This is an optimization exercise on Yosys and OpenROAD, whose aim is small area, a short achievable clock period and few clock cycles per item, not a production implementation.
RTL that was checked went through simulation tests only; none was proved equivalent to the original.
The RTL of runs 3 to 5 was laid out without a check of its function.
Power figures rest on the tool's default switching activity, not on a simulated workload.

===== design.v =====
module joltage #(parameter int LENGTH = 100) (
    input logic clk, rst, start, data_valid,
    input logic [4*LENGTH-1:0] line_flat,
    output logic [15:0] joltage1_out,
    output logic [63:0] joltage2_out,
    output logic done
    );
    localparam int K    = 12;                
    localparam int HEAD = LENGTH - K + 1;    
    localparam int TL   = K - 1;             
    logic [3:0] line [0:LENGTH-1];
    genvar k;
    generate
        for (k = 0; k < LENGTH; k++) begin : unflatten
            assign line[k] = line_flat[4*k +: 4];
        end
    endgenerate
    function automatic logic ge4(input logic [3:0] a, input logic [3:0] b);
        logic r;
        r = a[0] | ~b[0];
        for (int i = 1; i < 4; i++) r = (a[i] & ~b[i]) | (~(~a[i] & b[i]) & r);
        ge4 = r;
    endfunction
    function automatic logic ge8(input logic [7:0] a, input logic [7:0] b);
        logic r;
        r = a[0] | ~b[0];
        for (int i = 1; i < 8; i++) r = (a[i] & ~b[i]) | (~(~a[i] & b[i]) & r);
        ge8 = r;
    endfunction
    function automatic logic [2*LENGTH-1:0] pfx2(input logic [LENGTH-1:0] x);
        logic [LENGTH-1:0] p1, p2;
        p1 = x;
        p2 = '0;
        for (int l = 0; (1 << l) < LENGTH; l++)
            for (int i = 0; i < LENGTH; i++)
                if ((i >> l) & 1) begin
                    p2[i] = p2[i] | p2[((i >> l) << l) - 1] | (p1[i] & p1[((i >> l) << l) - 1]);
                    p1[i] = p1[i] | p1[((i >> l) << l) - 1];
                end
        pfx2 = {p2[LENGTH-2:0], 1'b0, p1[LENGTH-2:0], 1'b0};
    endfunction
    function automatic logic two_ones(input logic [LENGTH-1:0] x);
        logic [LENGTH-1:0] p1, p2;
        int n;
        p1 = x;
        p2 = '0;
        for (n = LENGTH; n > 1; n = (n + 1) / 2)
            for (int i = 0; i < n / 2; i++) begin
                p2[i] = p2[2*i] | p2[2*i+1] | (p1[2*i] & p1[2*i+1]);
                p1[i] = p1[2*i] | p1[2*i+1];
                if (i == n / 2 - 1 && n % 2 == 1) begin
                    p2[i+1] = p2[n-1];
                    p1[i+1] = p1[n-1];
                end
            end
        two_ones = p2[0];
    endfunction
    function automatic logic [4+11-1:0] max11(input logic [43:0] d, input logic [10:0] c);
        logic [10:0] p [0:3];
        logic [10:0] m;
        logic h8, h4, h1, h0;
        for (int b = 0; b < 4; b++)
            for (int i = 0; i < 11; i++) p[b][i] = d[4*i+b];
        h8 = |(c & p[3]);
        h4 = |(c & p[2]);
        m = c & (h8 ? p[3] : (p[2] | {11{~h4}}));
        h1 = |(m & p[1]);
        m = m & (p[1] | {11{~h1}});
        h0 = |(m & p[0]);
        m = m & (p[0] | {11{~h0}});
        max11 = {h8, ~h8 & h4, h1, h0, m};
    endfunction
    logic waitd, sel, fin, first;
    logic [3:0] j;                   
    logic take2;                     
    always_ff @(posedge clk) begin : control
        if (rst) begin
            waitd <= 1'b0;
            sel   <= 1'b0;
            fin   <= 1'b0;
            done  <= 1'b0;
            first <= 1'b0;
            j     <= '0;
        end else begin
            fin   <= 1'b0;
            first <= 1'b0;
            if (start) begin
                waitd <= 1'b1;
                done  <= 1'b0;
            end
            if (waitd && data_valid) begin
                waitd <= 1'b0;
                sel   <= 1'b1;
                first <= 1'b1;
                j     <= '0;
            end
            if (sel) begin
                j <= j + 4'd1 + 4'(take2);
                if (j + 4'd1 + 4'(take2) == 4'(K)) begin
                    sel <= 1'b0;
                    fin <= 1'b1;
                end
            end
            if (fin)
                done <= 1'b1;
        end
    end
    logic [3:0] ln [0:LENGTH-1];
    always_ff @(posedge clk) begin : line_reg
        if (waitd)
            for (int i = 0; i < LENGTH; i++) ln[i] <= line[i];
    end
    logic [LENGTH-1:0] pl [0:3];
    always_comb begin
        for (int b = 0; b < 4; b++)
            for (int i = 0; i < LENGTH; i++) pl[b][i] = ln[i][b];
    end
    logic [3:0] nd;
    always_comb begin : next_digit
        nd = 4'd0;
        for (int t = 0; t < TL; t++)
            if (j == 4'(t)) nd = nd | ln[HEAD+t];
    end
    logic [LENGTH-1:0] act;          
    logic [TL+1:0] hiok;             
    logic [LENGTH-1:0] c4, c2, c1, c0, a1, a2;
    logic [3:0] mx;
    always_comb begin : select
        logic h8, h4;
        c4 = act & {hiok[TL-1:0], {HEAD{1'b1}}};
        h8 = |(c4 & pl[3]);
        h4 = |(c4 & pl[2]);
        mx[3] = h8;
        mx[2] = ~h8 & h4;
        c2 = c4 & (h8 ? pl[3] : (pl[2] | {LENGTH{~h4}}));
        mx[1] = |(c2 & pl[1]);
        c1 = c2 & (pl[1] | {LENGTH{~mx[1]}});
        mx[0] = |(c1 & pl[0]);
        c0 = c1 & (pl[0] | {LENGTH{~mx[0]}});
        {a2, a1} = pfx2(c0);
        take2 = (mx[0] ? two_ones(c1 & pl[0]) : two_ones(c1)) && ge4(mx, nd) && j != 4'(K - 1);
    end
    always_ff @(posedge clk) begin : select_seq
        if (waitd) begin
            act  <= '1;
            hiok <= '0;
        end else begin
            act  <= take2 ? a2 : a1;
            hiok <= take2 ? {hiok[TL-1:0], 2'b11} : {hiok[TL:0], 1'b1};
        end
    end
    logic [3:0] mreg, m0, m1, pd;
    logic two;                       
    logic pend;                      
    logic upd;                       
    logic [6:0] dd;                  
    logic [39:0] v;
    logic [63:0] sum;
    always_comb begin : horner_add
        upd = pend | two;
        dd = pend ? 7'(pd * 4'd10) + 7'(mreg) : 7'(mreg * 4'd11);
        sum = (fin ? joltage2_out : 64'd0) + (64'(v) << 6) + (64'(v) << 5) + (64'(v) << 2) + 64'(dd);
    end
    always_ff @(posedge clk) begin : horner
        mreg <= mx;
        two  <= take2;
        if (sel && j == 4'd0) begin
            m0 <= mx;
            if (take2) m1 <= mx;
        end
        if (sel && j == 4'd1) m1 <= mx;
        if (first) begin
            v    <= 40'd0;
            pend <= 1'b0;
        end else begin
            if (upd) v <= sum[39:0];
            if (pend == two) pd <= mreg;
            pend <= pend ^ ~two;
        end
    end
    logic [43:0] tdig;
    always_comb
        for (int t = 0; t < TL; t++) tdig[4*t +: 4] = ln[HEAD+t];
    logic [3:0] pm, rt, y;
    logic [10:0] pmm, aft;
    always_comb begin : tail
        {pm, pmm} = max11(tdig, 11'b01111111111);
        aft = 11'(pfx2(100'(pmm)));
        {y, aft} = {max11(tdig, aft)};
        rt = 4'(max11(tdig, 11'b11111111110) >> 11);
    end
    logic [7:0] t2r;
    logic [3:0] rtr;
    logic [6:0] p1v;
    always_ff @(posedge clk) begin : part1
        logic [7:0] ca, p;
        t2r <= {pm, y};
        rtr <= rt;
        ca = {m0, ge4(m1, rtr) ? m1 : rtr};
        p = ge8(ca, t2r) ? ca : t2r;
        p1v <= 7'(p[7:4] * 4'd10) + 7'(p[3:0]);
    end
    logic rst_q;
    always_ff @(posedge clk) rst_q <= rst;
    always_ff @(posedge clk) begin : totals
        if (rst_q) begin
            joltage1_out <= 16'd0;
            joltage2_out <= 64'd0;
        end else if (fin) begin
            joltage1_out <= joltage1_out + 16'(p1v);
            joltage2_out <= sum;
        end
    end
endmodule

===== constraint.sdc =====
create_clock -name core_clock -period 25.0 [get_ports {clk}]
set_input_delay 5.0000 -clock core_clock [delete_from_list [all_inputs] [get_ports {clk}]]
set_output_delay 5.0000 -clock core_clock [all_outputs]
set_load 0.01 [all_outputs]

===== flow/run.sh =====
#!/bin/bash
# Standard layout with two changes to how it is made (the SDC, clock period
# and I/O delays are the design's, unchanged):
# - repair_timing is asked for a setup margin, so that it sizes and buffers
#   the design for the period it can reach rather than just 25 ns;
# - the port buffers are buf_1 cells instead of the default choice.
set -euo pipefail
export SETUP_SLACK_MARGIN=17
export BUFFER_PORTS_ARGS="-buffer_cell sky130_fd_sc_hd__buf_1"
bash standard.sh > standard.log 2>&1

===== standard.sh =====
#!/bin/bash
# synth_recipe.tcl (not shown) runs the flow's synth.tcl, then flattens the netlist and writes it again
# the make line also repeats each setting of config.mk as NAME=value (left out here)
make -C /OpenROAD-flow-scripts/flow DESIGN_CONFIG=/design/flow/config.mk WORK_HOME=/design/flow/orfs CLKGATE_MAP_FILE= SYNTH_SCRIPT=/design/flow/synth_recipe.tcl "${@:-finish}"

===== config.mk =====
export PLATFORM = sky130hd
export DESIGN_NAME = joltage
export DESIGN_NICKNAME = joltage
export VERILOG_FILES = /design/flow/design.v
export SDC_FILE = /design/flow/constraint.sdc
export NUM_CORES = 4
export LEC_CHECK = 0
export ABC_AREA = 1
export CAP_MARGIN = 20
export CORE_MARGIN = 2
export CORE_UTILIZATION = 40
export SLEW_MARGIN = 20

==> results.cfg, run 1 <==
[run_status]
status = complete, no violations

[min_path]
hold_path_class = flop to flop
hold_depth = 2
whs_endpoint = done
min_from = done

[drt]
wl_per_cell_um = 24.9
firstDrtPassIters = 7
routed_wl_um = 195000
vias_per_cell = 5.45
drtIter0Drc = 4925
drc = 0
vias = 42700
antenna_left = 0

[timing]
post-route-period-util_pct = 31.8
setup-tns-final_ns = 0
clock.fmax_mhz = 126
hold_slack_ns = 0.467
finalClockSkew_ns = 0.0422
worst_slew_pin_slew_ns = 1.08
rsz0062_at_grt = true
period_needed_ns = 7.95
relSlewSlack_pct = 28.0
hold_viol_final = 0
maxSlewViolCount = 0
setup_viol = 0

[placement]
port_buffers = 484
hpwl_um = 155000
gp_congestion = 1.07

[power_and_ir_drop]
clock_power_share_pct = 20.3
p_int_mw = 3.20
ir_drop_uv = 140
power_frac_seq_pct = 25.4
switchingPower_mw = 2.72
p_comb_share_pct = 54.3
switching_share_pct = 45.9
p_per_area_mw_per_mm2 = 119
p_leak_nw = 24.5

[yosys]
synth_top_family_by_area = simple AND/OR/NAND/NOR gates
synthCells = 5877
synth_area_leaders = edfxtp_1 29%, nand2_1 15%, dfxtp_1 12%
syn-cell-area_mm2 = 0.0432
synth_edf_count = 412
synthMuxAreaShare_pct = 0.0232
synth_fp_nets = 6505
ys.flop_type = edfxtp_1
yosys.cell_count.top_type = nand2_1
synthAdderAreaFrac_pct = 8.02
synth_xor_area_share_pct = 1.20
yosysTopAreaCellShare_pct = 28.6
synthSimpleGateAreaFrac_pct = 30.4
synth_compound_area_share_pct = 10.1
synthArstFlopShare_pct = 0
yosysWarnings = 7
synth_seq_cells = 678
yosys.area.top_type = edfxtp_1
synth_cell_types = 58
ys_top_cells_by_count = 1714 x nand2_1, 852 x inv_1, 745 x nor2_1
synth.yosys.seq_area_share_pct = 41.0
avgSynthCellArea_um2 = 7.35

[final_layout]
area_delta_synth_final_pct = 15.6
nets = 6998
drive_gt1_share_pct = 5.60

[setup_path]
worst_r2r_startpoint = ln[62][3]
end_kind = flop
crit_start = ln[62][3]
cp_data_required_time_ns = 25.51
r2r-end = act[80]
crit_family = simple AND/OR/NAND/NOR gates
cpPeakStageDelay_ns = 0.39
r2r_slack_ns = 17.05
cp-start-kind = flop
cpMostUsedCell = nand2_1
worst_path_max_delay_cell = edfxtp_1
path_buf_inv = 10
r2r_cells = 46
critPathKind = flop to flop
crit_arrival_ns = 8.46
critical_path_peak_fanout = 39

[global_route]
grt_pass1_vias = 40100
grt_pass1_wl_um = 274000
grt_overflow_total = 0
grt_start_max_net_pins = 164
grt_usage_pct = 34.3
antenna_found_initial = 17

[clock_network]
cts_root_buf = clkbuf_16
cts_tree = yes
h-tree-depth = 3
numCtsBuffers = 78
clk_pin_slew_ns = 0.06
cts.path.max_buffers = 3
clock_latency_ns = 0.69
cts_sinks = 678

[die]
die_area_mm2 = 0.111
rows = 120
die_height_um = 333
start_util_pct = 40.3
ioPinCount = 485
core-area_mm2 = 0.107
die_w_um = 333

[run]
maxCapViolCount = 0
-- layout by cell type, fill, tap and decap left out, types with 9 or more instances in the layout --
master,count
nand2_1,1699
inv_1,852
nor2_1,722
buf_1,484
nand3_1,444
edfxtp_1,412
dfxtp_1,258
o21ai_0,255
a21oi_1,195
ha_1,136
fa_1,88
clkbuf_16,83
nand3b_1,68
o22ai_1,62
nand4_1,59
buf_4,43
xor2_1,40
a21boi_0,39
o21ai_1,34
or2_2,31
nor3_1,28
a21boi_1,25
nor2_2,24
nor2_4,24
o211ai_1,22
nand2_2,21
xnor2_1,19
inv_2,17
clkbuf_1,16
buf_12,13
a31oi_1,12
o21ai_2,11
o2111ai_1,11
o221ai_1,10
clkinv_1,10
clkbuf_8,10
a22o_1,9
a211oi_1,9
-- registers in the layout (all words and copies together), names as in the netlist, 7 cells and up --
name / count
t2r: 8
p1v: 7
joltage2_out: 64
joltage1_out: 16
v: 40
act: 100
ln: 400
hiok: 11
-- cell type report --
class,count,area [um2]
multi-input cells,4188,21900
well taps,1403,1760
clock inverters,33,418
inverters,874,3290
flip-flops and latches,678,17700
clock buffers,107,2220
fillers,10900,57100
repair buffers,550,2590
diodes,4,10.0
-- power groups by stage --
stage / registers, mW / logic, mW / clock network, mW
detailed placement: 1.53 / 3.11 / 0
CTS: 1.50 / 3.15 / 1.22
floorplan: 1.47 / 2.27 / 0
global placement: 1.53 / 3.07 / 0
finish: 1.51 / 3.21 / 1.20
global route: 1.52 / 3.64 / 1.26
-- per-stage QoR --
step | util [%] | total power, mW | area, um2 | cells | worst slack [ns]
detailed placement | 43.2 | 4.64 | 46300 | 7651 | 14.61
global route | 46.6 | 6.42 | 49900 | 7833 | 16.93
global placement | 43.2 | 4.60 | 46300 | 7651 | 14.68
finish | 46.7 | 5.92 | 49900 | 7837 | 17.05
CTS | 46.1 | 5.88 | 49400 | 7813 | 17.01
floorplan | - | 3.74 | 43200 | 5877 | 18.30
-- how the worst max path moves through the flow --
stage,end,depth (start not counted),slack (ns)
floorplan,joltage2_out[60],38,18.30
global placement,act[82],43,14.68
detailed placement,act[82],43,14.61
CTS,act[46],43,17.01
global route,act[46],47,16.93
finish,act[80],46,17.05
-- worst reg2reg max path: cells and delay by family, from the launching register on --
family	cells	cell delay (ns)
buffers and inverters	10	2.00
DFF	1	0.39
and+or+nand+nor	36	5.41
-- timing repair --
action,in CTS,in global routing
hold endpoints to repair,0,0
gates cloned,4,4
setup buffers,18,16
gates resized for setup,70,92
pin swaps,11,10
hold buffers,0,0
setup endpoints to repair,125,131
-- per-layer routing --
| layer | GRT usage (%) | wire length [um] |
|---|---|---|
| met3 | 6.08 | 17500 |
| met1 | 43.8 | 77400 |
| met4 | 19.8 | 13200 |
| met2 | 54.6 | 86800 |
| met5 | 0 | 97 |
-- logic make-up after synthesis --
group / Yosys count
compound gates: 748
simple gates: 3150
fa+ha+maj: 224
mux: 1
buf+inv: 1017
flops: 678
xor+xnor: 59
Testbench counts, summed over its fixed seeds: cycles 2,384, lines 240.
==> run 2: changes to the inputs <==
==> flow/run.sh (replaced) <==
#!/bin/bash
# Standard layout with three changes to how it is made (the SDC, clock period
# and I/O delays are the design's, unchanged):
# - repair_timing is asked for a setup margin, so that it sizes and buffers
#   the design for the period it can reach rather than just 25 ns;
# - the port buffers are buf_1 cells instead of the default choice;
# - the clock tree uses clkbuf_8 cells (set in config.mk).
set -euo pipefail
export SETUP_SLACK_MARGIN=17
export BUFFER_PORTS_ARGS="-buffer_cell sky130_fd_sc_hd__buf_1"
bash standard.sh > standard.log 2>&1
--- a/config.mk
+++ b/config.mk
@@ -9,4 +9,5 @@
 export CAP_MARGIN = 20
 export CORE_MARGIN = 2
 export CORE_UTILIZATION = 40
+export CTS_BUF_LIST = sky130_fd_sc_hd__clkbuf_8
 export SLEW_MARGIN = 20
==> results.cfg, run 2 <==
[clock_network]
clock_latency_ns = 0.83
clk_pin_slew_ns = 0.07
cts_root_buf = clkbuf_8
numCtsBuffers = 117
cts.path.max_buffers = 3
cts_tree = yes
cts_sinks = 678
h-tree-depth = 3

[yosys]
synth.yosys.seq_area_share_pct = 41.0
avgSynthCellArea_um2 = 7.35
ys_top_cells_by_count = 1714 x nand2_1, 852 x inv_1, 745 x nor2_1
synth_fp_nets = 6505
synthCells = 5877
syn-cell-area_mm2 = 0.0432
ys.flop_type = edfxtp_1
yosys.cell_count.top_type = nand2_1
synth_area_leaders = edfxtp_1 29%, nand2_1 15%, dfxtp_1 12%
synth_cell_types = 58
yosysTopAreaCellShare_pct = 28.6
synth_seq_cells = 678
yosysWarnings = 7
synthArstFlopShare_pct = 0
synth_edf_count = 412
yosys.area.top_type = edfxtp_1

[final_layout]
nets = 7032
top_regs = ln (400), act (100), joltage2_out (64)
largest_reg_flops = 400
final_cell_mix = 1699 x nand2_1, 875 x inv_1, 720 x nor2_1
largest_register = ln
final_common_cell = nand2_1
final_area_mm2 = 0.0497
drive_gt1_share_pct = 6.48
area_delta_synth_final_pct = 15.2

[timing]
maxSlewViolCount = 0
hold_viol_final = 0
worst_slew_pin_slew_ns = 1.10
clock.fmax_mhz = 126
period_needed_ns = 7.91
rsz0062_at_grt = true
hold_slack_ns = 0.465
setup_viol = 0
relSlewSlack_pct = 26.4
finalClockSkew_ns = 0.0366
post-route-period-util_pct = 31.6
setup-tns-final_ns = 0

[drt]
drtIter0Drc = 4743
drc = 0
routed_wl_um = 195000
antenna_left = 0
vias_per_cell = 5.40
firstDrtPassIters = 6
wl_per_cell_um = 24.7
vias = 42800

[setup_path]
critical_path_peak_fanout = 39
cp_data_required_time_ns = 25.63
cpMostUsedCell = nand2_1
cp-start-kind = flop
end_kind = flop
cpPeakStageDelay_ns = 0.39
crit_arrival_ns = 8.54
worst_path_max_delay_cell = edfxtp_1
critPathKind = flop to flop

[die]
die_w_um = 333
die_height_um = 333
start_util_pct = 40.3
rows = 120
die_area_mm2 = 0.111
ioPinCount = 485
core-area_mm2 = 0.107

[global_route]
antenna_found_initial = 13
grt_usage_pct = 34.4
grt_start_max_net_pins = 164
grt_overflow_total = 0
grt_pass1_vias = 40400
grt_pass1_wl_um = 275000

[power_and_ir_drop]
p_per_area_mw_per_mm2 = 117
ir_drop_uv = 139
p_leak_nw = 24.6
total_power_mw = 5.80

[run_status]
status = complete, no violations

[min_path]
hold_path_class = flop to flop

[placement]
port_buffers = 484
place_area_mm2 = 0.0463
gp_congestion = 1.07
hpwl_um = 155000

[run]
maxCapViolCount = 0
==> run 2: final cells by class <==
cell class / count / area, um2
fill: 11000 / 57300
timing repair buffer: 546 / 2550
sequential: 678 / 17700
antenna: 6 / 15.0
clock buffer: 137 / 1890
multi-input combinational: 4187 / 21900
tap: 1403 / 1760
clock inverter: 86 / 631
inverter: 874 / 3290
==> run 2: final timing paths <==
check,startpoint,endpoint,slack [ns],cells after the start
min,done,done,0.47,2
max reg2reg,ln[62][3],act[49],17.09,42
max,ln[62][3],act[49],17.09,42
min reg2reg,done,done,0.47,2
==> run 2: worst max-delay path: cells and delay by family, from the launching register on <==
family	cells	cell delay (ns)
and+or+nand+nor	32	5.13
buffers and inverters	9	1.76
DFF	1	0.39
AOI/OAI and AO/OA	1	0.27
==> run 2: repair_timing <==
item / in CTS / in global routing
endpoints found under the setup margin: 124 / 136
pin swaps: 11 / 7
setup buffers: 16 / 14
gates resized for setup: 70 / 91
cloned: 4 / 3
hold buffers: 0 / 0
==> run 2: where the power goes <==
group	total [mW]	switching, mW	leakage (nW)	internal [mW]
clock network	1.09	0.510	1.38	0.579
registers	1.51	0.163	6.06	1.34
logic	3.21	2.06	17.2	1.15
total	5.80	2.73	24.6	3.07
==> run 2: metrics by stage <==
| step | util [%] | worst slack (ns) | instances |
|---|---|---|---|
| after floorplan | - | 18.30 | 5877 |
| after global placement | 43.2 | 14.68 | 7651 |
| after detailed placement | 43.2 | 14.61 | 7651 |
| after CTS | 46.0 | 17.00 | 7894 |
| after global routing | 46.5 | 16.93 | 7913 |
| final | 46.5 | 17.09 | 7917 |
==> run 2: cell families after synthesis <==
| logic type | Yosys count | share of synthesized area [%] |
|---|---|---|
| AO/OA/AOI/OAI | 748 | 10.1 |
| XOR/XNOR | 59 | 1.20 |
| adder cells (fa/ha/maj) | 224 | 8.02 |
| buffers and inverters | 1017 | 9.37 |
| flip-flops | 678 | 41.0 |
| multiplexers | 1 | 0.0232 |
| AND/OR/NAND/NOR | 3150 | 30.4 |
==> run 2: metal layers <==
layer  share of wire (%)  GRT usage [%]
met1                  40           43.5
met2                  45           54.6
met3                 8.8           6.95
met4                 6.6           19.8
met5               0.048              0
==> run 3: changes to the inputs <==
--- a/design.v
+++ b/design.v
@@ -38,22 +38,6 @@
                     p1[i] = p1[i] | p1[((i >> l) << l) - 1];
                 end
         pfx2 = {p2[LENGTH-2:0], 1'b0, p1[LENGTH-2:0], 1'b0};
-    endfunction
-    function automatic logic two_ones(input logic [LENGTH-1:0] x);
-        logic [LENGTH-1:0] p1, p2;
-        int n;
-        p1 = x;
-        p2 = '0;
-        for (n = LENGTH; n > 1; n = (n + 1) / 2)
-            for (int i = 0; i < n / 2; i++) begin
-                p2[i] = p2[2*i] | p2[2*i+1] | (p1[2*i] & p1[2*i+1]);
-                p1[i] = p1[2*i] | p1[2*i+1];
-                if (i == n / 2 - 1 && n % 2 == 1) begin
-                    p2[i+1] = p2[n-1];
-                    p1[i+1] = p1[n-1];
-                end
-            end
-        two_ones = p2[0];
     endfunction
     function automatic logic [4+11-1:0] max11(input logic [43:0] d, input logic [10:0] c);
         logic [10:0] p [0:3];
@@ -138,7 +122,7 @@
         mx[0] = |(c1 & pl[0]);
         c0 = c1 & (pl[0] | {LENGTH{~mx[0]}});
         {a2, a1} = pfx2(c0);
-        take2 = (mx[0] ? two_ones(c1 & pl[0]) : two_ones(c1)) && ge4(mx, nd) && j != 4'(K - 1);
+        take2 = (a2[LENGTH-1] | (a1[LENGTH-1] & c0[LENGTH-1])) && ge4(mx, nd) && j != 4'(K - 1);
     end
     always_ff @(posedge clk) begin : select_seq
         if (waitd) begin
==> flow/run.sh (replaced) <==
#!/bin/bash
# Standard layout with three changes to how it is made (the SDC, clock period
# and I/O delays are the design's, unchanged):
# - repair_timing is asked for a setup margin, so that it sizes and buffers
#   the design for the period it can reach rather than just 25 ns;
# - the port buffers are buf_1 cells instead of the default choice;
# - the clock tree uses clkbuf_4 cells (set in config.mk).
set -euo pipefail
export SETUP_SLACK_MARGIN=18
export BUFFER_PORTS_ARGS="-buffer_cell sky130_fd_sc_hd__buf_1"
bash standard.sh > standard.log 2>&1
==> config.mk (replaced) <==
export PLATFORM = sky130hd
export DESIGN_NAME = joltage
export DESIGN_NICKNAME = joltage
export VERILOG_FILES = /design/flow/design.v
export SDC_FILE = /design/flow/constraint.sdc
export NUM_CORES = 4
export LEC_CHECK = 0
export CAP_MARGIN = 20
export CORE_MARGIN = 2
export CORE_UTILIZATION = 45
export CTS_BUF_LIST = sky130_fd_sc_hd__clkbuf_4
export SLEW_MARGIN = 20
==> results.cfg, run 3 <==
[yosys]
synth_top_family_by_area = compound AO/OA/AOI/OAI gates
synth_cell_types = 108
synth_compound_area_share_pct = 25.4
synth_area_leaders = edfxtp_1 30%, dfxtp_1 13%, fa_1 4.3%
synthAdderAreaFrac_pct = 8.98
synth_edf_count = 412
yosysTopAreaCellShare_pct = 30.0
synth_xor_area_share_pct = 1.74
synth_seq_cells = 678
syn-cell-area_mm2 = 0.0413
synthArstFlopShare_pct = 0
yosys.cell_count.top_type = edfxtp_1
ys.flop_type = edfxtp_1
synthMuxAreaShare_pct = 1.97
synth.yosys.seq_area_share_pct = 42.9
yosysWarnings = 7
avgSynthCellArea_um2 = 9.91
yosys.area.top_type = edfxtp_1
ys_top_cells_by_count = 412 x edfxtp_1, 356 x nor2_1, 267 x nand2_1
synth_fp_nets = 4792
synthCells = 4164
synthSimpleGateAreaFrac_pct = 14.9

[final_layout]
multi_input_area_mm2 = 0.0247
largest_reg_flops = 400
final_cell_mix = 484 x buf_1, 412 x edfxtp_1, 336 x nor2_1
top_regs = ln (400), act (100), joltage2_out (64)
drive_gt1_share_pct = 20.6
area_delta_synth_final_pct = 26.1
final_common_cell = buf_1
final-seq-area_mm2 = 0.0177
final_area_mm2 = 0.0521
nFillCells = 8070
nets = 5527
largest_register = ln

[setup_path]
critPathKind = flop to flop
end_kind = flop
cp_data_required_time_ns = 26.03
crit_arrival_ns = 10.54
crit_start = ln[13][3]
cp-start-kind = flop
r2r_cells = 27
critical_path_peak_fanout = 32
worst_r2r_startpoint = ln[13][3]

[die]
die_w_um = 307
die_area_mm2 = 0.0942
ioPinCount = 485
core-area_mm2 = 0.0912
rows = 111
die_height_um = 307
start_util_pct = 45.2

[global_route]
grt_overflow_total = 0
globalRouteMet1Util_pct = 58.4
grt_usage_pct = 47.9
grt_pass1_vias = 40300
grt_start_max_net_pins = 90
grtUsageMet3_pct = 21.8
antenna_found_initial = 34
globalRouteMet2Util_pct = 66.8
grt.busiest_layer = met2
grt_pass1_wl_um = 312000

[placement]
gp_congestion = 1.16
place_area_mm2 = 0.0444
hpwl_um = 166000
port_buffers = 484

[clock_network]
cts.path.max_buffers = 3
h-tree-depth = 4
cts_root_buf = clkbuf_4
clk_pin_slew_ns = 0.07
clock_latency_ns = 1.22
cts.hold.buffers_added = 0
cts_tree = yes
numCtsBuffers = 184
cts_sinks = 678

[timing]
finalClockSkew_ns = 0.0785
relSlewSlack_pct = 6.90
post-route-period-util_pct = 38.0
worst_slew_pin_slew_ns = 1.39
rsz0062_at_grt = true
hold_viol_final = 0
clock.fmax_mhz = 105
setup-tns-final_ns = 0
setup_viol = 0
maxSlewViolCount = 0
period_needed_ns = 9.51

[min_path]
min_from = done
hold_path_class = flop to flop
hold_depth = 2

[power_and_ir_drop]
p_leak_nw = 19.6
ir_drop_uv = 126
total_power_mw = 6.26
p_per_area_mw_per_mm2 = 120

[run_status]
status = complete, no violations

[drt]
routed_wl_um = 233000
drtIter0Drc = 7326
vias_per_cell = 7.00
wl_per_cell_um = 37.2
drc = 0
firstDrtPassIters = 9
vias = 43900
antenna_left = 0

[run]
maxCapViolCount = 0
-- run 3: changes by cell type in the layout (fill, tap and decap cells not counted), sizes merged, moves of 151 or more --
| cell | before | now |
|---|---|---|
| nand2 | 1732 | 267 |
| nand3 | 450 | 81 |
| nor2 | 770 | 357 |
| buf | 544 | 748 |
| clkbuf | 139 | 290 |
| inv | 898 | 196 |
-- run 3: layer usage --
layer	wire (um)	share of wire, %	vias up
li1	-	-	17800
met1	83700	36	20900
met2	92000	40	3936
met3	34900	15	1161
met4	22000	9.4	16
met5	300	0.13	-
-- run 3: logic make-up after synthesis --
family,count (synthesis)
buffers and inverters,408
AND/OR/NAND/NOR,1229
adder cells (fa/ha/maj),248
multiplexers,81
XOR/XNOR,82
flip-flops,678
AO/OA/AOI/OAI,1438
-- run 3: worst paths after layout --
| check | slack [ns] | to |
|---|---|---|
| worst max-delay path | 15.49 | act[63] |
| worst max register to register | 15.49 | act[63] |
| worst min register to register | 0.47 | done |
| worst min-delay path | 0.47 | done |
-- run 3: worst max-delay path, stage by stage (launching register included) --
cell      delay, ns
edfxtp_1       0.50
a22oi_2        0.71
nand4_1        0.51
nor4_4         0.33
nand3_2        0.13
buf_4          0.17
buf_6          0.20
nor2_4         0.19
buf_4          0.22
buf_12         0.18
o211ai_1       0.23
o32ai_1        1.18
or4_1          0.24
nor4bb_1       0.05
and4_1         0.19
o21a_4         0.29
buf_16         0.16
buf_4          0.19
o221ai_1       0.88
or4b_4         0.62
nor3_4         0.24
buf_12         0.15
a31oi_4        0.12
or4_4          0.53
buf_12         0.18
o211ai_1       0.28
o21ai_2        0.13
a21oi_4        0.47
-- run 3: final cells by class --
| class | instances | share of cell area [%] |
|---|---|---|
| inverter | 191 | 1.45 |
| timing repair inverter | 2 | 0.0625 |
| clock buffer | 286 | 4.12 |
| timing repair buffer | 759 | 9.40 |
| clock inverter | 50 | 0.510 |
| sequential | 678 | 34.0 |
| multi-input combinational | 3083 | 47.4 |
| tap | 1186 | 2.85 |
| antenna | 27 | 0.130 |
-- run 3: report_power, final --
part	internal (mW)	switching, mW
Combinational	1.50	2.12
Clock	0.532	0.518
Sequential	1.34	0.239
Total	3.38	2.88
-- run 3: repair_timing --
action / CTS / global route
gates resized for setup: 395 / 212
cloned: 19 / 5
pin swaps: 134 / 139
setup buffers: 139 / 55
setup endpoints to repair: 161 / 153
-- run 3: stage by stage --
step           cells  hold WS (ns)  util [%]  worst slack [ns]
2_1_floorplan   4164         0.440         -             18.00
3_3_place_gp    5680         0.459      48.6             12.85
3_5_place_dp    5680         0.462      48.6             12.63
4_1_cts         6174         0.471      55.2             16.74
5_1_grt         6241         0.513      57.0             15.85
6_report        6262         0.471      57.1             15.49
==> run 4: changes to the inputs <==
--- a/design.v
+++ b/design.v
@@ -107,20 +107,24 @@
     end
     logic [LENGTH-1:0] act;          
     logic [TL+1:0] hiok;             
-    logic [LENGTH-1:0] c4, c2, c1, c0, a1, a2;
+    logic [LENGTH-1:0] c4, c2, c0, a1, a2;
     logic [3:0] mx;
     always_comb begin : select
-        logic h8, h4;
+        logic h8, h4, l3, l2, l1;
+        logic [LENGTH-1:0] e3, e2, e1, e0;
         c4 = act & {hiok[TL-1:0], {HEAD{1'b1}}};
         h8 = |(c4 & pl[3]);
         h4 = |(c4 & pl[2]);
-        mx[3] = h8;
-        mx[2] = ~h8 & h4;
         c2 = c4 & (h8 ? pl[3] : (pl[2] | {LENGTH{~h4}}));
-        mx[1] = |(c2 & pl[1]);
-        c1 = c2 & (pl[1] | {LENGTH{~mx[1]}});
-        mx[0] = |(c1 & pl[0]);
-        c0 = c1 & (pl[0] | {LENGTH{~mx[0]}});
+        e3 = pl[1] & pl[0];
+        e2 = pl[1] & ~pl[0];
+        e1 = ~pl[1] & pl[0];
+        e0 = ~pl[1] & ~pl[0];
+        l3 = |(c2 & e3);
+        l2 = |(c2 & e2);
+        l1 = |(c2 & e1);
+        c0 = c2 & (l3 ? e3 : l2 ? e2 : l1 ? e1 : e0);
+        mx = {h8, ~h8 & h4, l3 | l2, l3 | (~l2 & l1)};
         {a2, a1} = pfx2(c0);
         take2 = (a2[LENGTH-1] | (a1[LENGTH-1] & c0[LENGTH-1])) && ge4(mx, nd) && j != 4'(K - 1);
     end
==> flow/run.sh (replaced) <==
#!/bin/bash
# Standard layout with three changes to how it is made (the SDC, clock period
# and I/O delays are the design's, unchanged):
# - repair_timing is asked for a setup margin, so that it sizes and buffers
#   the design for the period it can reach rather than just 25 ns;
# - the port buffers are buf_1 cells instead of the default choice;
# - the clock tree uses clkbuf_8 cells (set in config.mk).
set -euo pipefail
export SETUP_SLACK_MARGIN=17.5
export BUFFER_PORTS_ARGS="-buffer_cell sky130_fd_sc_hd__buf_1"
bash standard.sh > standard.log 2>&1
--- a/config.mk
+++ b/config.mk
@@ -8,5 +8,5 @@
 export CAP_MARGIN = 20
 export CORE_MARGIN = 2
 export CORE_UTILIZATION = 45
-export CTS_BUF_LIST = sky130_fd_sc_hd__clkbuf_4
+export CTS_BUF_LIST = sky130_fd_sc_hd__clkbuf_8
 export SLEW_MARGIN = 20
==> results.cfg, run 4 <==
[run_status]
status = complete, no violations

[die]
rows = 112
die_area_mm2 = 0.0962
die_w_um = 310
die_height_um = 310
core-area_mm2 = 0.0930
ioPinCount = 485
start_util_pct = 45.3

[drt]
firstDrtPassIters = 9
vias_per_cell = 6.66
antenna_left = 0
routed_wl_um = 233000
drtIter0Drc = 6021
drc = 0
vias = 43000
wl_per_cell_um = 36.0

[yosys]
avgSynthCellArea_um2 = 9.88
synth_compound_area_share_pct = 23.3
synth_area_leaders = edfxtp_1 29%, dfxtp_1 13%, fa_1 4.2%
ys.flop_type = edfxtp_1
ys_top_cells_by_count = 412 x edfxtp_1, 362 x nor2_1, 302 x nand2_1
yosysTopAreaCellShare_pct = 29.3
synthSimpleGateAreaFrac_pct = 15.4
syn-cell-area_mm2 = 0.0422
synth_edf_count = 412
synth_seq_cells = 678
synthArstFlopShare_pct = 0
synth.yosys.seq_area_share_pct = 41.9
synth_fp_nets = 4897
yosys.area.top_type = edfxtp_1
synthCells = 4269
synth_top_family_by_area = compound AO/OA/AOI/OAI gates
synth_xor_area_share_pct = 3.34
synth_cell_types = 119
synthAdderAreaFrac_pct = 8.99
yosys.cell_count.top_type = edfxtp_1
yosysWarnings = 7
synthMuxAreaShare_pct = 2.42

[timing]
setup_viol = 0
finalClockSkew_ns = 0.0743
fin_ws_ns = 15.44
relSlewSlack_pct = 9.47
maxSlewViolCount = 0
post-route-period-util_pct = 38.2
hold_viol_final = 0
worst_slew_pin_slew_ns = 1.35
setup-tns-final_ns = 0
clock.fmax_mhz = 105
rsz0062_at_grt = true
period_needed_ns = 9.56

[clock_network]
cts.path.max_buffers = 3
cts_tree = yes
clock_latency_ns = 0.87
cts_sinks = 678
numCtsBuffers = 116
clk_pin_slew_ns = 0.06
h-tree-depth = 3
cts_root_buf = clkbuf_8

[power_and_ir_drop]
switchingPower_mw = 2.66
p_per_area_mw_per_mm2 = 109
switching_share_pct = 43.6
power_frac_seq_pct = 25.5
p_leak_nw = 20.7
p_comb_share_pct = 56.0
ir_drop_uv = 143
p_int_mw = 3.45
clock_power_share_pct = 18.5

[global_route]
grt_pass1_wl_um = 312000
grt_start_max_net_pins = 166
antenna_found_initial = 19
grt_pass1_vias = 40000
grt_usage_pct = 47.1
grt_overflow_total = 0

[run]
maxCapViolCount = 0

[placement]
hpwl_um = 166000
gp_congestion = 1.07
dp_cells = 5862
place_ws_ns = 12.21
port_buffers = 484

[setup_path]
cp_data_required_time_ns = 25.73
end_kind = flop
cpMostUsedCell = buf_12
cp-start-kind = flop
worst_path_max_delay_cell = o211ai_1
r2r_slack_ns = 15.44
critical_path_peak_fanout = 6
r2r-end = act[62]
crit_arrival_ns = 10.29
cpPeakStageDelay_ns = 0.81
critPathKind = flop to flop
worst_r2r_startpoint = act[28]
r2r_cells = 36

[final_layout]
nFillCells = 7980
stdcell_count = 6458
area_delta_synth_final_pct = 32.7
final_cell_mix = 484 x buf_1, 412 x edfxtp_1, 336 x nor2_1
final-seq-area_mm2 = 0.0177
nets = 5717
multi_input_area_mm2 = 0.0263
largest_reg_flops = 400
top_regs = ln (400), act (100), joltage2_out (64)
final_core_util_pct = 60.2
largest_register = ln
final_common_cell = buf_1
drive_gt1_share_pct = 23.2

[min_path]
hold_path_class = flop to flop
whs_endpoint = p1v[0]
hold_depth = 2
min_from = t2r[0]
run 4: kinds of logic (layout without fill, tap and decap cells):
family	after synthesis	count (layout)
AO/OA/AOI/OAI	1333	1333
AND/OR/NAND/NOR	1280	1284
flip-flops	678	678
buffers and inverters	459	1375
adder cells (fa/ha/maj)	257	257
XOR/XNOR	161	161
multiplexers	101	101
other	0	15
run 4: worst max-delay path by stage:
stage / startpoint / to / cells past startpoint
floorplan: ln[96][3] / sel / 39
global placement: ln[36][3] / act[74] / 29
detailed placement: ln[36][3] / act[52] / 27
CTS: ln[36][3] / act[27] / 32
global route: ln[17][3] / sel / 37
finish: act[28] / act[62] / 36
run 4: per-layer routing:
metal,vias up,GRT usage [%],routed length (um)
met3,1007,16.6,29700
li1,18000,-,-
met5,-,0.404,82
met2,3300,69.0,97200
met4,16,42.1,26100
met1,20700,54.2,79600
run 4: timing repair:
action	CTS	global route
setup buffers	233	89
pin swaps	197	181
resized for setup	609	262
endpoints found under the setup margin	157	140
hold buffers	0	0
cloned	36	3
run 4: power by group through the flow:
stage	clock network (mW)	registers, mW	logic, mW
6_report	1.13	1.56	3.42
5_1_grt	1.19	1.56	3.77
4_1_cts	1.14	1.54	3.19
3_5_place_dp	0	1.56	2.84
3_3_place_gp	0	1.56	2.81
2_1_floorplan	0	1.47	2.17
run 4: cell type report:
| cell class | count | area share [%] |
|---|---|---|
| repair inverters | 10 | 0.338 |
| clock buffers | 122 | 3.00 |
| clock inverters | 96 | 1.59 |
| multi-input cells | 3136 | 47.0 |
| well taps | 1254 | 2.80 |
| inverters | 227 | 1.57 |
| diodes | 15 | 0.0671 |
| repair buffers | 920 | 11.9 |
| flip-flops and latches | 678 | 31.7 |
run 4: worst max-delay path: cells and delay by family (launching register included):
kind                   cells  cell delay [ns]
DFF                        1             0.47
AOI/OAI and AO/OA         10             3.47
and+or+nand+nor           13             3.74
buffers and inverters     13             1.68
run 4: metrics by stage:
stage	hold WS, ns	area (um2)	power, mW
finish	0.479	56000	6.11
global placement	0.451	45500	4.37
detailed placement	0.475	45500	4.40
CTS	0.482	53800	5.87
floorplan	0.446	42400	3.64
global route	0.498	55900	6.52
==> run 5: changes to the inputs <==
--- a/design.v
+++ b/design.v
@@ -107,33 +107,35 @@
     end
     logic [LENGTH-1:0] act;          
     logic [TL+1:0] hiok;             
-    logic [LENGTH-1:0] c4, c2, c0, a1, a2;
+    logic [LENGTH-1:0] c4, c2, c1, t0, nxt;
     logic [3:0] mx;
     always_comb begin : select
-        logic h8, h4, l3, l2, l1;
-        logic [LENGTH-1:0] e3, e2, e1, e0;
+        logic h8, h4, last, tk1, tk0;
+        logic [LENGTH-1:0] q1, q2, r1, r2;
         c4 = act & {hiok[TL-1:0], {HEAD{1'b1}}};
         h8 = |(c4 & pl[3]);
         h4 = |(c4 & pl[2]);
+        mx[3] = h8;
+        mx[2] = ~h8 & h4;
         c2 = c4 & (h8 ? pl[3] : (pl[2] | {LENGTH{~h4}}));
-        e3 = pl[1] & pl[0];
-        e2 = pl[1] & ~pl[0];
-        e1 = ~pl[1] & pl[0];
-        e0 = ~pl[1] & ~pl[0];
-        l3 = |(c2 & e3);
-        l2 = |(c2 & e2);
-        l1 = |(c2 & e1);
-        c0 = c2 & (l3 ? e3 : l2 ? e2 : l1 ? e1 : e0);
-        mx = {h8, ~h8 & h4, l3 | l2, l3 | (~l2 & l1)};
-        {a2, a1} = pfx2(c0);
-        take2 = (a2[LENGTH-1] | (a1[LENGTH-1] & c0[LENGTH-1])) && ge4(mx, nd) && j != 4'(K - 1);
+        mx[1] = |(c2 & pl[1]);
+        c1 = c2 & (pl[1] | {LENGTH{~mx[1]}});
+        t0 = c1 & pl[0];
+        mx[0] = |t0;
+        {q2, q1} = pfx2(t0);
+        {r2, r1} = pfx2(c1);
+        last = j == 4'(K - 1);
+        tk1 = (q2[LENGTH-1] | (q1[LENGTH-1] & t0[LENGTH-1])) && ge4({mx[3:1], 1'b1}, nd) && !last;
+        tk0 = (r2[LENGTH-1] | (r1[LENGTH-1] & c1[LENGTH-1])) && ge4({mx[3:1], 1'b0}, nd) && !last;
+        take2 = mx[0] ? tk1 : tk0;
+        nxt = mx[0] ? (tk1 ? q2 : q1) : (tk0 ? r2 : r1);
     end
     always_ff @(posedge clk) begin : select_seq
         if (waitd) begin
             act  <= '1;
             hiok <= '0;
         end else begin
-            act  <= take2 ? a2 : a1;
+            act  <= nxt;
             hiok <= take2 ? {hiok[TL-1:0], 2'b11} : {hiok[TL:0], 1'b1};
         end
     end
--- a/config.mk
+++ b/config.mk
@@ -5,8 +5,9 @@
 export SDC_FILE = /design/flow/constraint.sdc
 export NUM_CORES = 4
 export LEC_CHECK = 0
+export ABC_AREA = 1
 export CAP_MARGIN = 20
 export CORE_MARGIN = 2
-export CORE_UTILIZATION = 45
+export CORE_UTILIZATION = 40
 export CTS_BUF_LIST = sky130_fd_sc_hd__clkbuf_8
 export SLEW_MARGIN = 20
==> results.cfg, run 5 <==
[power_and_ir_drop]
p_int_mw = 3.07
switching_share_pct = 47.2
p_comb_share_pct = 55.8
ir_drop_uv = 141
clock_power_share_pct = 18.7
power_frac_seq_pct = 25.4
p_leak_nw = 25.4
p_per_area_mw_per_mm2 = 109
switchingPower_mw = 2.74

[setup_path]
critical_path_peak_fanout = 47
cpPeakStageDelay_ns = 0.47
critPathKind = flop to flop
worst_path_max_delay_cell = buf_4
cp-start-kind = flop
end_kind = flop
cp_data_required_time_ns = 25.80
cpMostUsedCell = nand2_1
crit_arrival_ns = 8.17

[final_layout]
final_common_cell = nand2_1
final_cell_mix = 1815 x nand2_1, 931 x inv_1, 845 x nor2_1
nets = 7761
final_area_mm2 = 0.0533
drive_gt1_share_pct = 6.58
nFillCells = 12100
largest_register = ln
largest_reg_flops = 400
top_regs = ln (400), act (100), joltage2_out (64)
area_delta_synth_final_pct = 13.9

[clock_network]
clk_pin_slew_ns = 0.06
cts_tree = yes
clock_latency_ns = 0.90
h-tree-depth = 3
cts.hold.buffers_added = 0
numCtsBuffers = 118
cts_sinks = 678
cts.path.max_buffers = 3
cts_root_buf = clkbuf_8

[timing]
setup-tns-final_ns = 0
post-route-period-util_pct = 29.5
rsz0062_at_grt = false
maxSlewViolCount = 0
clock.fmax_mhz = 136
relSlewSlack_pct = 37.9
setup_viol = 0
finalClockSkew_ns = 0.0885
worst_slew_pin_slew_ns = 0.932
hold_viol_final = 0
period_needed_ns = 7.37

[global_route]
grt_overflow_total = 0
antenna_found_initial = 10
grt_pass1_vias = 45100
grt_usage_pct = 32.3
grt_pass1_wl_um = 288000
grt_start_max_net_pins = 147

[yosys]
synthCells = 6647
synth.yosys.seq_area_share_pct = 37.8
synthAdderAreaFrac_pct = 7.44
synth_top_family_by_area = simple AND/OR/NAND/NOR gates
synth_edf_count = 412
synth_compound_area_share_pct = 9.67
avgSynthCellArea_um2 = 7.04
yosysTopAreaCellShare_pct = 26.4
yosys.cell_count.top_type = nand2_1
yosysWarnings = 7
synthSimpleGateAreaFrac_pct = 33.9
ys_top_cells_by_count = 1831 x nand2_1, 895 x inv_1, 865 x nor2_1
syn-cell-area_mm2 = 0.0468
synth_xor_area_share_pct = 1.09
synthArstFlopShare_pct = 0
ys.flop_type = edfxtp_1
synth_area_leaders = edfxtp_1 26%, nand2_1 15%, dfxtp_1 11%
synth_seq_cells = 678
synthMuxAreaShare_pct = 0.0428
synth_cell_types = 64
synth_fp_nets = 7275
yosys.area.top_type = edfxtp_1

[drt]
firstDrtPassIters = 8
drc = 0
vias = 47600
drtIter0Drc = 5566
routed_wl_um = 201000
vias_per_cell = 5.43
wl_per_cell_um = 22.9
antenna_left = 0

[die]
ioPinCount = 485
rows = 125
core-area_mm2 = 0.116
die_height_um = 346
die_w_um = 346
die_area_mm2 = 0.120
start_util_pct = 40.3

[run_status]
status = complete, no violations

[placement]
place_area_mm2 = 0.0497
hpwl_um = 148000
gp_congestion = 0.995
port_buffers = 484

[run]
maxCapViolCount = 0

[min_path]
hold_path_class = flop to flop
run 5: cell count changes in the layout (fill, tap and decap cells not counted), moves of 107 or more:
| cell | before | now |
|---|---|---|
| o21ai_0 | 143 | 274 |
| o21bai_1 | 113 | 6 |
| inv_1 | 251 | 931 |
| nand2_1 | 256 | 1815 |
| nor2_1 | 336 | 845 |
| buf_4 | 282 | 60 |
| a21oi_1 | 130 | 252 |
| nand3_1 | 69 | 658 |
run 5: area by class of cell:
class,count,area (um2),area share [%]
Multi-Input combinational cell,4827,25100,47.0
Sequential cell,678,17700,33.2
Inverter,946,3570,6.69
Timing Repair Buffer,562,2570,4.83
Tap cell,1524,1910,3.58
Clock buffer,127,1750,3.28
Clock inverter,94,717,1.34
Antenna cell,8,20.0,0.0376
run 5: power by group through the flow:
stage / Combinational, mW / Clock (mW) / Sequential [mW]
6_report: 3.25 / 1.09 / 1.48
2_1_floorplan: 2.32 / 0 / 1.45
3_3_place_gp: 3.10 / 0 / 1.50
3_5_place_dp: 3.14 / 0 / 1.50
5_1_grt: 3.71 / 1.16 / 1.49
4_1_cts: 3.17 / 1.11 / 1.48
run 5: what timing repair did:
action / in CTS / in global routing
buffers inserted: 18 / 22
gates cloned: 11 / 5
endpoints found under the hold margin: 0 / 0
resized for setup: 70 / 74
setup endpoints to repair: 129 / 134
pin swaps: 13 / 16
run 5: metal layers:
| metal | vias up | routed length (um) | global-route usage, % |
|---|---|---|---|
| met4 | 4 | 13400 | 18.8 |
| met1 | 22100 | 80900 | 40.8 |
| met3 | 535 | 18400 | 7.50 |
| met2 | 2376 | 87800 | 50.4 |
| met5 | - | 23 | 0 |
| li1 | 22600 | - | - |
run 5: final timing paths:
kind | from | end | slack, ns | cells past startpoint
max reg2reg | ln[61][3] | act[36] | 17.63 | 36
min | done | done | 0.46 | 2
max | ln[61][3] | act[36] | 17.63 | 36
min reg2reg | done | done | 0.46 | 2
run 5: cell families after synthesis:
kind of cell	after synthesis
flops	678
simple gates	3737
xor+xnor	58
mux	2
buf+inv	1156
compound gates	790
fa+ha+maj	226
run 5: metrics by stage:
| stage | power, mW | instances | setup slack, ns | utilization (%) | hold slack [ns] |
|---|---|---|---|---|---|
| 4_1_cts | 5.76 | 8731 | 17.50 | 45.5 | 0.466 |
| 2_1_floorplan | 3.78 | 6647 | 18.65 | - | 0.429 |
| 3_3_place_gp | 4.60 | 8481 | 14.42 | 42.8 | 0.449 |
| 6_report | 5.82 | 8766 | 17.63 | 45.9 | 0.464 |
| 5_1_grt | 6.35 | 8762 | 17.45 | 45.9 | 0.492 |
| 3_5_place_dp | 4.64 | 8481 | 14.38 | 42.8 | 0.456 |
run 5: worst max-delay path: cells and delay by family, from the launching register on:
kind                   cells  cell delay [ns]
flip-flops                 1             0.42
AND/OR/NAND/NOR           28             4.56
buffers and inverters      5             1.34
AO/OA/AOI/OAI              3             0.83
==> run 6: changes to the inputs <==
--- a/design.v
+++ b/design.v
@@ -38,6 +38,22 @@
                     p1[i] = p1[i] | p1[((i >> l) << l) - 1];
                 end
         pfx2 = {p2[LENGTH-2:0], 1'b0, p1[LENGTH-2:0], 1'b0};
+    endfunction
+    function automatic logic two_ones(input logic [LENGTH-1:0] x);
+        logic [LENGTH-1:0] p1, p2;
+        int n;
+        p1 = x;
+        p2 = '0;
+        for (n = LENGTH; n > 1; n = (n + 1) / 2)
+            for (int i = 0; i < n / 2; i++) begin
+                p2[i] = p2[2*i] | p2[2*i+1] | (p1[2*i] & p1[2*i+1]);
+                p1[i] = p1[2*i] | p1[2*i+1];
+                if (i == n / 2 - 1 && n % 2 == 1) begin
+                    p2[i+1] = p2[n-1];
+                    p1[i+1] = p1[n-1];
+                end
+            end
+        two_ones = p2[0];
     endfunction
     function automatic logic [4+11-1:0] max11(input logic [43:0] d, input logic [10:0] c);
         logic [10:0] p [0:3];
@@ -107,11 +123,10 @@
     end
     logic [LENGTH-1:0] act;          
     logic [TL+1:0] hiok;             
-    logic [LENGTH-1:0] c4, c2, c1, t0, nxt;
+    logic [LENGTH-1:0] c4, c2, c1, c0, a1, a2;
     logic [3:0] mx;
     always_comb begin : select
-        logic h8, h4, last, tk1, tk0;
-        logic [LENGTH-1:0] q1, q2, r1, r2;
+        logic h8, h4;
         c4 = act & {hiok[TL-1:0], {HEAD{1'b1}}};
         h8 = |(c4 & pl[3]);
         h4 = |(c4 & pl[2]);
@@ -120,22 +135,17 @@
         c2 = c4 & (h8 ? pl[3] : (pl[2] | {LENGTH{~h4}}));
         mx[1] = |(c2 & pl[1]);
         c1 = c2 & (pl[1] | {LENGTH{~mx[1]}});
-        t0 = c1 & pl[0];
-        mx[0] = |t0;
-        {q2, q1} = pfx2(t0);
-        {r2, r1} = pfx2(c1);
-        last = j == 4'(K - 1);
-        tk1 = (q2[LENGTH-1] | (q1[LENGTH-1] & t0[LENGTH-1])) && ge4({mx[3:1], 1'b1}, nd) && !last;
-        tk0 = (r2[LENGTH-1] | (r1[LENGTH-1] & c1[LENGTH-1])) && ge4({mx[3:1], 1'b0}, nd) && !last;
-        take2 = mx[0] ? tk1 : tk0;
-        nxt = mx[0] ? (tk1 ? q2 : q1) : (tk0 ? r2 : r1);
+        mx[0] = |(c1 & pl[0]);
+        c0 = c1 & (pl[0] | {LENGTH{~mx[0]}});
+        {a2, a1} = pfx2(c0);
+        take2 = (mx[0] ? two_ones(c1 & pl[0]) : two_ones(c1)) && ge4(mx, nd) && j != 4'(K - 1);
     end
     always_ff @(posedge clk) begin : select_seq
         if (waitd) begin
             act  <= '1;
             hiok <= '0;
         end else begin
-            act  <= nxt;
+            act  <= take2 ? a2 : a1;
             hiok <= take2 ? {hiok[TL-1:0], 2'b11} : {hiok[TL:0], 1'b1};
         end
     end
==> run.sh (new file) <==
#!/bin/bash
# synth_recipe.tcl (not shown) runs the flow's synth.tcl, then flattens the netlist and writes it again
# the make line also repeats each setting of config.mk as NAME=value (left out here)
make -C /OpenROAD-flow-scripts/flow DESIGN_CONFIG=/design/flow/config.mk WORK_HOME=/design/flow/orfs CLKGATE_MAP_FILE= SYNTH_SCRIPT=/design/flow/synth_recipe.tcl finish
--- a/config.mk
+++ b/config.mk
@@ -9,5 +9,5 @@
 export CAP_MARGIN = 20
 export CORE_MARGIN = 2
 export CORE_UTILIZATION = 40
-export CTS_BUF_LIST = sky130_fd_sc_hd__clkbuf_8
+export SETUP_SLACK_MARGIN = 5
 export SLEW_MARGIN = 20
removed: flow/run.sh
removed: standard.sh
==> results.cfg, run 6 <==
[global_route]
grt_usage_pct = 34.8
grt_pass1_wl_um = 277000
grt_pass1_vias = 39800
grt_overflow_total = 0
grt_start_max_net_pins = 84
antenna_found_initial = 14

[yosys]
synth_top_family_by_area = simple AND/OR/NAND/NOR gates
synth.yosys.seq_area_share_pct = 41.0
yosys.area.top_type = edfxtp_1
synth_cell_types = 58
synthMuxAreaShare_pct = 0.0232
synthSimpleGateAreaFrac_pct = 30.4
synth_area_leaders = edfxtp_1 29%, nand2_1 15%, dfxtp_1 12%
yosysWarnings = 7
yosys.cell_count.top_type = nand2_1
synth_fp_nets = 6505
synthAdderAreaFrac_pct = 8.02
synth_xor_area_share_pct = 1.20
synthCells = 5877
synth_compound_area_share_pct = 10.1
synth_edf_count = 412
syn-cell-area_mm2 = 0.0432
synthArstFlopShare_pct = 0
ys_top_cells_by_count = 1714 x nand2_1, 852 x inv_1, 745 x nor2_1
synth_seq_cells = 678
avgSynthCellArea_um2 = 7.35
yosysTopAreaCellShare_pct = 28.6
ys.flop_type = edfxtp_1

[min_path]
hold_path_class = flop to flop
whs_endpoint = done
min_from = done
hold_depth = 2

[final_layout]
nets = 6960
largest_register = ln
final_cell_mix = 1713 x nand2_1, 851 x inv_1, 745 x nor2_1
drive_gt1_share_pct = 4.10
top_regs = ln (400), act (100), joltage2_out (64)
final_common_cell = nand2_1
largest_reg_flops = 400
area_delta_synth_final_pct = 20.3

[drt]
vias = 42200
drtIter0Drc = 4566
firstDrtPassIters = 8
routed_wl_um = 196000
wl_per_cell_um = 25.1
antenna_left = 0
vias_per_cell = 5.41
drc = 0

[setup_path]
crit_start = ln[34][3]
cpPeakStageDelay_ns = 0.84
crit_arrival_ns = 12.49
critical_path_peak_fanout = 68
worst_path_max_delay_cell = buf_4
r2r-end = fin
worst_r2r_startpoint = ln[34][3]
r2r_slack_ns = 13.13
cpMostUsedCell = nand2_1
cp_data_required_time_ns = 25.62
r2r_cells = 50
critPathKind = flop to flop
end_kind = flop
cp-start-kind = flop

[die]
die_height_um = 333
core-area_mm2 = 0.107
die_area_mm2 = 0.111
die_w_um = 333
ioPinCount = 485
start_util_pct = 40.3
rows = 120

[power_and_ir_drop]
ir_drop_uv = 127
p_leak_nw = 25.5
p_per_area_mw_per_mm2 = 113

[timing]
relSlewSlack_pct = 23.8
setup-tns-final_ns = 0
worst_slew_pin_slew_ns = 1.13
fin_ws_ns = 13.13
rsz0062_at_grt = false
finalClockSkew_ns = 0.0297
setup_viol = 0
maxSlewViolCount = 0
clock.fmax_mhz = 84.3
period_needed_ns = 11.87
post-route-period-util_pct = 47.5
hold_viol_final = 0

[clock_network]
clk_pin_slew_ns = 0.06
post_cts_resized = 0
cts_setup_buffers = 0
cts_root_buf = clkbuf_16
cts_sinks = 678
cts_tree = yes
cts.hold.buffers_added = 0
cts.path.max_buffers = 3
clock_latency_ns = 0.69
numCtsBuffers = 79
h-tree-depth = 3

[placement]
gp_congestion = 1.07
port_buffers = 484
hpwl_um = 159000
place_ws_ns = 13.43

[run]
maxCapViolCount = 0

[run_status]
status = complete, no violations
-- run 6: cell count changes in the layout (fill, tap and decap cells not counted), sizes merged, moves of 27 or more --
cell,delta
nor3,-84
nand3,-226
inv,-101
or2,+27
o22ai,+37
clkdlybuf4s50,+484
buf,-528
a21oi,-60
nand2,-140
clkbuf,-27
nor2,-138
-- run 6: kinds of logic after synthesis --
| family | after synthesis |
|---|---|
| and+or+nand+nor | 3150 |
| buffers and inverters | 1017 |
| DFF | 678 |
| AOI/OAI and AO/OA | 748 |
| muxes | 1 |
| adders and majority gates | 224 |
| xor gates and xnor gates | 59 |
-- run 6: metrics by stage --
stage / instances / total power [mW] / hold slack, ns / instance area, um2 / utilization (%)
2_1_floorplan: 5877 / 3.75 / 0.429 / 43200 / -
3_3_place_gp: 7653 / 4.65 / 0.451 / 49300 / 46.0
3_5_place_dp: 7653 / 4.69 / 0.460 / 49300 / 46.0
4_1_cts: 7800 / 5.90 / 0.468 / 51900 / 48.5
5_1_grt: 7805 / 6.40 / 0.493 / 51900 / 48.5
6_report: 7807 / 5.89 / 0.464 / 51900 / 48.5
-- run 6: report_power, final --
| part | internal (mW) | switching [mW] | leakage [nW] |
|---|---|---|---|
| Sequential | 1.34 | 0.165 | 6.06 |
| Combinational | 1.17 | 2.02 | 18.1 |
| Clock | 0.665 | 0.521 | 1.26 |
| Total | 3.18 | 2.71 | 25.5 |
-- run 6: critical path, delay by kind of cell, from the launching register on --
family	cells	cell delay [ns]
AOI/OAI and AO/OA	1	0.19
adders and majority gates	2	0.44
and+or+nand+nor	37	6.58
DFF	1	0.41
buffers and inverters	10	3.89
-- run 6: worst max-delay path by stage --
stage | cells past startpoint | to | slack [ns]
floorplan | 5 | waitd | 14.74
global placement | 46 | fin | 13.54
detailed placement | 46 | fin | 13.43
CTS | 46 | fin | 13.42
global route | 50 | fin | 12.72
finish | 50 | fin | 13.13
-- run 6: layout make-up --
cell class	instances	area, um2
clock buffers	101	2120
multi-input cells	4182	21500
repair buffers	517	5100
well taps	1403	1760
clock inverters	46	510
fillers	10600	55100
inverters	874	3280
diodes	6	15.0
flip-flops and latches	678	17700
-- run 6: metal layers --
layer  share of wire [%]  global-route usage, %  up-vias
met4                 6.6                   20.6       10
li1                    -                      -    19900
met1                  39                   43.9    19700
met2                  45                   55.6     2192
met5               0.033                      0        -
met3                 9.0                   6.62      455
Testbench counts of run 6, summed over its fixed seeds: cycles 2,384, lines 240.
==> run 7: changes to the inputs <==
--- a/design.v
+++ b/design.v
@@ -123,8 +123,9 @@
     end
     logic [LENGTH-1:0] act;          
     logic [TL+1:0] hiok;             
-    logic [LENGTH-1:0] c4, c2, c1, c0, a1, a2;
-    logic [3:0] mx;
+    logic [LENGTH-1:0] c4, c2, c1, c0, a1, a2, an;
+    logic [3:0] mx, sv;               
+    logic nle;                        
     always_comb begin : select
         logic h8, h4;
         c4 = act & {hiok[TL-1:0], {HEAD{1'b1}}};
@@ -138,18 +139,21 @@
         mx[0] = |(c1 & pl[0]);
         c0 = c1 & (pl[0] | {LENGTH{~mx[0]}});
         {a2, a1} = pfx2(c0);
-        take2 = (mx[0] ? two_ones(c1 & pl[0]) : two_ones(c1)) && ge4(mx, nd) && j != 4'(K - 1);
+        nle = ge4(mx, nd);
+        take2 = ((mx[0] ? two_ones(c1 & pl[0]) : two_ones(c1)) || !nle) && j != 4'(K - 1);
+        sv = nle ? mx : nd;
+        an = {~{hiok[TL-2:0], 1'b1}, {HEAD{1'b0}}};
     end
     always_ff @(posedge clk) begin : select_seq
         if (waitd) begin
             act  <= '1;
             hiok <= '0;
         end else begin
-            act  <= take2 ? a2 : a1;
+            act  <= take2 ? (nle ? a2 : an) : a1;
             hiok <= take2 ? {hiok[TL-1:0], 2'b11} : {hiok[TL:0], 1'b1};
         end
     end
-    logic [3:0] mreg, m0, m1, pd;
+    logic [3:0] mreg, sreg, m0, m1, pd;
     logic two;                       
     logic pend;                      
     logic upd;                       
@@ -158,15 +162,16 @@
     logic [63:0] sum;
     always_comb begin : horner_add
         upd = pend | two;
-        dd = pend ? 7'(pd * 4'd10) + 7'(mreg) : 7'(mreg * 4'd11);
+        dd = pend ? 7'(pd * 4'd10) + 7'(mreg) : 7'(mreg * 4'd10) + 7'(sreg);
         sum = (fin ? joltage2_out : 64'd0) + (64'(v) << 6) + (64'(v) << 5) + (64'(v) << 2) + 64'(dd);
     end
     always_ff @(posedge clk) begin : horner
         mreg <= mx;
+        sreg <= sv;
         two  <= take2;
         if (sel && j == 4'd0) begin
             m0 <= mx;
-            if (take2) m1 <= mx;
+            if (take2) m1 <= sv;
         end
         if (sel && j == 4'd1) m1 <= mx;
         if (first) begin
@@ -174,7 +179,7 @@
             pend <= 1'b0;
         end else begin
             if (upd) v <= sum[39:0];
-            if (pend == two) pd <= mreg;
+            if (pend == two) pd <= pend ? sreg : mreg;
             pend <= pend ^ ~two;
         end
     end
==> flow/run.sh (new file) <==
#!/bin/bash
# Standard layout with three changes to how it is made (the SDC, clock period
# and I/O delays are the design's, unchanged):
# - repair_timing is asked for a setup margin, so that it sizes and buffers
#   the design for the period it can reach rather than just 25 ns;
# - the port buffers are buf_1 cells instead of the default choice;
# - the clock tree uses clkbuf_8 cells (set in config.mk).
set -euo pipefail
export SETUP_SLACK_MARGIN=17
export BUFFER_PORTS_ARGS="-buffer_cell sky130_fd_sc_hd__buf_1"
bash standard.sh > standard.log 2>&1
==> standard.sh (new file) <==
#!/bin/bash
# synth_recipe.tcl (not shown) runs the flow's synth.tcl, then flattens the netlist and writes it again
# the make line also repeats each setting of config.mk as NAME=value (left out here)
make -C /OpenROAD-flow-scripts/flow DESIGN_CONFIG=/design/flow/config.mk WORK_HOME=/design/flow/orfs CLKGATE_MAP_FILE= SYNTH_SCRIPT=/design/flow/synth_recipe.tcl "${@:-finish}"
--- a/config.mk
+++ b/config.mk
@@ -9,5 +9,5 @@
 export CAP_MARGIN = 20
 export CORE_MARGIN = 2
 export CORE_UTILIZATION = 40
-export SETUP_SLACK_MARGIN = 5
+export CTS_BUF_LIST = sky130_fd_sc_hd__clkbuf_8
 export SLEW_MARGIN = 20
removed: run.sh
==> results.cfg, run 7 <==
[setup_path]
r2r-end = act[17]
cpPeakStageDelay_ns = 0.62
endpoint = act[17]
crit_start = ln[72][3]
crit_family = simple AND/OR/NAND/NOR gates
crit_arrival_ns = 8.78
worst_r2r_startpoint = ln[72][3]
critical_path_peak_fanout = 46
cp-start-kind = flop
r2r_cells = 39
cp.depth = 39
path_buf_inv = 7
cpMostUsedCell = nand2_1
worst_path_max_delay_cell = a21boi_0

[power_and_ir_drop]
switchingPower_mw = 2.68
power_frac_seq_pct = 26.5
p_per_area_mw_per_mm2 = 115
p_comb_share_pct = 54.3
p_int_mw = 3.06

[yosys]
synth_fp_nets = 6396
synthMuxAreaShare_pct = 0.0233
synth_xor_area_share_pct = 1.16
synth_area_leaders = edfxtp_1 29%, nand2_1 15%, dfxtp_1 13%
synthCells = 5772
synthArstFlopShare_pct = 0
syn-cell-area_mm2 = 0.0429
yosys.cell_count.top_type = nand2_1
avgSynthCellArea_um2 = 7.44
yosysWarnings = 7
synth_seq_cells = 682
ys_top_cells_by_count = 1662 x nand2_1, 791 x inv_1, 717 x nor2_1
synth_edf_count = 412
synth_top_family_by_area = simple AND/OR/NAND/NOR gates

[drt]
drc = 0
antenna_left = 0
routed_wl_um = 206000
firstDrtPassIters = 10
vias_per_cell = 5.48
drtIter0Drc = 4540
vias = 42800

[die]
die_w_um = 332
ioPinCount = 485
die_area_mm2 = 0.110
rows = 120
core-area_mm2 = 0.107
die_height_um = 332

[clock_network]
clock_latency_ns = 0.85
numCtsBuffers = 120
h-tree-depth = 3
cts_tree = yes

[timing]
setup_viol = 0
hold_viol_final = 0
hold_slack_ns = 0.462
clock.fmax_mhz = 124
finalClockSkew_ns = 0.0386
post-route-period-util_pct = 32.1
setup-tns-final_ns = 0

[global_route]
grt_start_max_net_pins = 81
grt_overflow_total = 0
grt_pass1_vias = 40500
grt_usage_pct = 36.4

[final_layout]
largest_register = ln
stdcell_count = 7822
top_regs = ln (400), act (100), joltage2_out (64)
area_delta_synth_final_pct = 15.8

[run]
maxCapViolCount = 0

[placement]
gp_congestion = 1.09
hpwl_um = 163000
dp_cells = 7542

[run_status]
status = complete, no violations

[min_path]
hold_path_class = flop to flop
[run 7: changes by cell type in the layout (fill, tap and decap cells not counted), sizes merged, moves of 24 or more]
| cell | delta |
|---|---|
| nand2 | -53 |
| nand3 | -39 |
| clkdlybuf4s50 | -484 |
| clkbuf | +27 |
| a21oi | +24 |
| clkinv | +27 |
| inv | -40 |
| buf | +522 |
[run 7: power groups by stage]
stage | logic, mW | clock network (mW) | registers (mW)
detailed placement | 3.03 | 0 | 1.54
global placement | 3.00 | 0 | 1.54
global route | 3.54 | 1.17 | 1.53
finish | 3.12 | 1.10 | 1.52
floorplan | 2.20 | 0 | 1.48
CTS | 3.07 | 1.12 | 1.52
[run 7: area by class of cell]
class / instances / area (um2)
Clock inverter: 102 / 806
Tap cell: 1403 / 1760
Clock buffer: 124 / 1710
Fill cell: 10900 / 57000
Inverter: 814 / 3070
Timing Repair Buffer: 561 / 2740
Multi-Input combinational cell: 4130 / 21900
Antenna cell: 6 / 15.0
Sequential cell: 682 / 17800
[run 7: cells by family (layout without fill, tap and decap cells)]
| family | Yosys count | count (layout) |
|---|---|---|
| AOI/OAI and AO/OA | 807 | 807 |
| DFF | 682 | 682 |
| xor gates and xnor gates | 57 | 57 |
| other | 0 | 6 |
| buffers and inverters | 965 | 1601 |
| muxes | 1 | 1 |
| adders and majority gates | 221 | 221 |
| and+or+nand+nor | 3039 | 3044 |
[run 7: per-stage QoR]
step,area [um2],worst slack (ns),total power [mW]
floorplan,43000,18.29,3.68
global placement,45900,13.01,4.54
detailed placement,45900,12.99,4.57
CTS,49200,17.00,5.70
global route,49700,16.95,6.23
finish,49700,16.96,5.74
[run 7: worst min path at each step]
stage,start,to,slack [ns],depth (start not counted)
final,done,done,0.46,2
after floorplan,hiok[7],hiok[8],0.46,2
after global placement,done,done,0.45,2
after CTS,done,done,0.46,2
after global routing,done,done,0.50,2
after detailed placement,done,done,0.45,2
[run 7: per-layer routing]
layer,part of all wire (%),track usage (%),vias up
met1,37,42.5,20000
met4,9.6,29.4,12
met2,45,58.7,2311
met5,0.034,0,-
met3,8.0,6.63,660
li1,-,-,19900
[run 7: repair_timing]
action	CTS	global route
endpoints found under the setup margin	130	131
pin swaps	11	11
gates cloned	7	4
endpoints found under the hold margin	0	0
gates resized for setup	110	78
setup buffers	16	20
[run 7: tightest hold or removal path, cell delays in order (launching register included)]
cell	delay [ns]
dfxtp_1	0.31
nand2_1	0.06
a21oi_1	0.05
Testbench counts of run 7, summed over its fixed seeds: cycles 2,313, lines 240.

port drivers added, routing unchanged:
The flow's constraints put no driver on any port. The routed layouts listed below were extracted and timed again, unchanged, in two steps.
Step 1 assumes that a clkbuf_16 drives the clock port and a buf_2 every other input.
Step 2, shift: input delay + t, output delay - t, t = (earliest + latest rising clock arrival at the registers) / 2. This alone moves slack from input paths to output paths.
Three values: ideal, step 1, step 2; two values: the first two.
run | t (ns) | setup slack, ns
run 1 | 0.742 | 17.050 / 17.050 / 17.050
run 2 | 0.895 | 17.088 / 17.088 / 17.088
run 3 | 1.262 | 15.489 / 15.489 / 15.489
run 4 | 0.911 | 15.444 / 15.444 / 15.444
run 5 | 0.940 | 17.626 / 17.626 / 17.626
run 6 | 0.758 | 13.133 / 13.133 / 13.133
run 7 | 0.909 | 16.965 / 16.965 / 16.965
After both steps setup and hold are still met in every run listed.
